This design comes from an exercise in tuning for small area, a short achievable clock period and few clock cycles per item on the open sky130 flow, not from production work.
In this exercise RTL edits were held to simulation tests only and were not proved equivalent to the original.
No activity file was given, so power comes from the tool's default toggle rates.

==> run a <==
Design Booth_v1, start of the top module:
module Booth_v1 #(parameter WIDTH=32)(clk, rst, start, multiplier, multiplicand, product, done);
==> flow/config.mk <==
export PLATFORM = sky130hd
export DESIGN_NAME = Booth_v1
export DESIGN_NICKNAME = Booth_v1
export VERILOG_FILES = /design/flow/design.v
export SDC_FILE = /design/flow/constraint.sdc
export NUM_CORES = 4
export LEC_CHECK = 0
export ABC_AREA = 1
export CAP_MARGIN = 20
export CORE_MARGIN = 2
export CORE_UTILIZATION = 50
export SLEW_MARGIN = 20
export SYNTH_HIERARCHICAL = 1
==> flow/constraint.sdc <==
create_clock -name core_clock -period 5.0 [get_ports {clk}]
set_input_delay 1.0000 -clock core_clock [delete_from_list [all_inputs] [get_ports {clk}]]
set_output_delay 1.0000 -clock core_clock [all_outputs]
set_load 0.01 [all_outputs]
standard.sh (not shown) runs the stock make flow with config.mk's settings and CLKGATE_MAP_FILE= SYNTH_SCRIPT=/design/flow/synth_recipe.tcl, a recipe that flattens the netlist after the stock synthesis.
==> flow/flow/run.sh <==
#!/bin/bash
# Standard layout, except that the port buffers are sky130_fd_sc_hd__buf_2 instead of the
# delay buffer buffer_ports picks by default, and that global routing's repair step downsizes
# gates on paths with positive slack (ORFS's RECOVER_POWER). Full tool output goes to
# standard.log; ORFS's own logs are under orfs/logs.
set -euo pipefail
export BUFFER_PORTS_ARGS="-buffer_cell sky130_fd_sc_hd__buf_2"
export RECOVER_POWER=100
bash standard.sh > standard.log 2>&1
==> run b: changes against run a <==
==> flow/flow/run.sh (replaced) <==
#!/bin/bash
# Standard layout, except that the port buffers are sky130_fd_sc_hd__buf_2 instead of the
# delay buffer buffer_ports picks by default, and that timing-driven global placement does not
# keep its trial buffering (GPL_KEEP_OVERFLOW=0); the later repair steps buffer and size as
# needed. Full tool output goes to standard.log; ORFS's own logs are under orfs/logs.
set -euo pipefail
export BUFFER_PORTS_ARGS="-buffer_cell sky130_fd_sc_hd__buf_2"
export GPL_KEEP_OVERFLOW=0
bash standard.sh > standard.log 2>&1
Settings changed: SETUP_SLACK_MARGIN set to 0.25.
==> comparison table <==
|  | run a | run b |
|---|---|---|
| Run status | failed layout checks | timing/DRC/antenna clean |
| Layout check failures | max-capacitance violations, max-slew violations | - |
| Amount of wire on met3 after detailed routing | 9.165 mm | 10.79 mm |
| Number of iterations in the first detailed-routing pass | 5 | 6 |
| Buf/Inv on CP | 4 | 3 |
| Invs w/o clock | 167 | 168 |
| Multi-input logic area | 0.01976 mm^2 | 0.02059 mm^2 |
| Post-route design area | 0.02811 mm^2 | 0.02846 mm^2 |
| Aggregate global-route resource usage | 32.31% | 32.79% |
| Count of buffers not belonging to the clock network in the layout | 400 | 241 |
| Highest routed metal layer | met5 | met4 |
| Maximum single-stage delay on the critical path | 540 ps | 550 ps |
| Power per standard cell area | 703.5 mW/mm^2 | 699.4 mW/mm^2 |
| Number of global-route vias before repair | 20980 | 21550 |
| Hold Worst Slack | 481.9 ps | 469.7 ps |
Testbench counts of run a, summed over its fixed seeds: cycles 2,400, items 2,400.
Testbench counts of run b, summed over its fixed seeds: cycles 2,400, items 2,400.

==> branch tundra <==
Starting RTL as in the previous note.
==> flow/config.mk <==
export PLATFORM = sky130hd
export DESIGN_NAME = Booth_v1
export DESIGN_NICKNAME = Booth_v1
export VERILOG_FILES = /design/flow/design.v
export SDC_FILE = /design/flow/constraint.sdc
export NUM_CORES = 4
export LEC_CHECK = 0
export ABC_AREA = 1
export CAP_MARGIN = 20
export CORE_MARGIN = 2
export CORE_UTILIZATION = 50
export PLACE_DENSITY = 0.8
export SETUP_SLACK_MARGIN = 0.25
export SLEW_MARGIN = 20
export SYNTH_HIERARCHICAL = 1
==> flow/constraint.sdc <==
create_clock -name core_clock -period 5.0 [get_ports {clk}]
set_input_delay 1.0000 -clock core_clock [delete_from_list [all_inputs] [get_ports {clk}]]
set_output_delay 1.0000 -clock core_clock [all_outputs]
set_load 0.01 [all_outputs]
==> flow/flow/run.sh <==
#!/bin/bash
# Standard layout, except that the port buffers are sky130_fd_sc_hd__buf_2 instead of the
# delay buffer buffer_ports picks by default. Full tool output goes to standard.log.
set -euo pipefail
export BUFFER_PORTS_ARGS="-buffer_cell sky130_fd_sc_hd__buf_2"
bash standard.sh > standard.log 2>&1
==> inputs of branch juniper, as changes to branch tundra <==
Settings changed: PLACE_DENSITY 0.8 to default.
==> comparison <==
- Combinational power is about the same in branch juniper and branch tundra.
- In branch tundra the global-route usage is lower than in branch juniper, by 0.94 points.
- Synthesized cell count is the same in branch juniper and branch tundra.
- Between branch tundra and branch juniper, the lower power is in branch juniper (gap 0.29%, measured against branch juniper).
- Count of clock-buffer cells in the layout: branch tundra is higher than branch juniper (1).
- Of branch juniper and branch tundra, branch tundra has the higher maximum frequency (gap 0.34%, measured against branch tundra).
- Wire length: branch tundra is smaller than branch juniper (about 2%).
- Between branch tundra and branch juniper, the lower final cell count is in branch tundra (gap about 0.6%, measured against branch juniper).
- Against branch tundra, the first-iteration DRC count of branch juniper is smaller by 34%.
==> figures <==
item                                                                   branch tundra  branch juniper
Violation count after the first detailed-routing iteration                      2626            1738
Highest clock frequency the design can meet                                0.214 GHz       0.213 GHz
CLK BUF                                                                           10               9
Internal Dissipation                                                         10.4 mW         10.4 mW
Switching Share                                                                48.1%           48.0%
Per-cell via count in the routed design                                         6.46            6.26
Total via count in the routed design                                           20700           20200
Placed inst area                                                           27400 um2       27700 um2
Non-clock buffering overhead in the final layout                               9.64%           10.7%
Quantity of gates resized following cts                                            3               1
Final non-filler cell total                                                     3201            3220
Number of non-clock buffers in the layout                                        331             352
Depth of the critical timing path with buffers and inverters included             11              15
Fraction of area in registers                                                  12.0%           11.9%
Buffers inserted during post-CTS setup optimization                                1               0
Outcome                                                     timing/DRC/antenna clean  timing/DRC/antenna clean
Part of the power in combinational logic                                       80.7%           80.6%
Register-to-register path setup slack                                        4.42 ns         4.44 ns
Final core utilization                                                         55.9%           56.4%
Testbench counts of branch tundra, summed over its fixed seeds: cycles 2,400, items 2,400.
Testbench counts of branch juniper, summed over its fixed seeds: cycles 2,400, items 2,400.

## separate check: timing with driven ports
No port has a modelled driver above. Below, the same layouts with a new extraction and two added sets of constraints. Step 1 (the two cells are an assumption about what drives the block):
set clk [get_ports {clk}]
set_driving_cell -lib_cell sky130_fd_sc_hd__clkbuf_16 $clk
set_driving_cell -lib_cell sky130_fd_sc_hd__buf_2 [delete_from_list [all_inputs] $clk]
Step 2 times the ports against the registers' clock, not the clock port: input delays grow and output delays shrink by t, the midpoint of the rising clock arrivals with the driver on. Three values: ideal ports, drivers, drivers and shift; two values: the first two.
| run | shift t [ns] | setup WS [ns] | hold WS [ns] | worst setup path after step 2 |
|---|---|---|---|---|
| run a | 0.467 | 0.118 / 0.152 / -0.315 | 0.482 / 0.482 / 0.482 | input to register |
| run b | 0.471 | 0.159 / 0.035 / -0.436 | 0.470 / 0.470 / 0.470 | input to register |
| branch tundra | 0.464 | 0.324 / 0.332 / -0.131 | 0.499 / 0.499 / 0.499 | input to register |
| branch juniper | 0.460 | 0.308 / 0.336 / -0.123 | 0.480 / 0.480 / 0.480 | input to register |
For run b, which loses most, drivers alone change the setup slack by -0.124 ns; drivers and shift together by -0.595 ns.
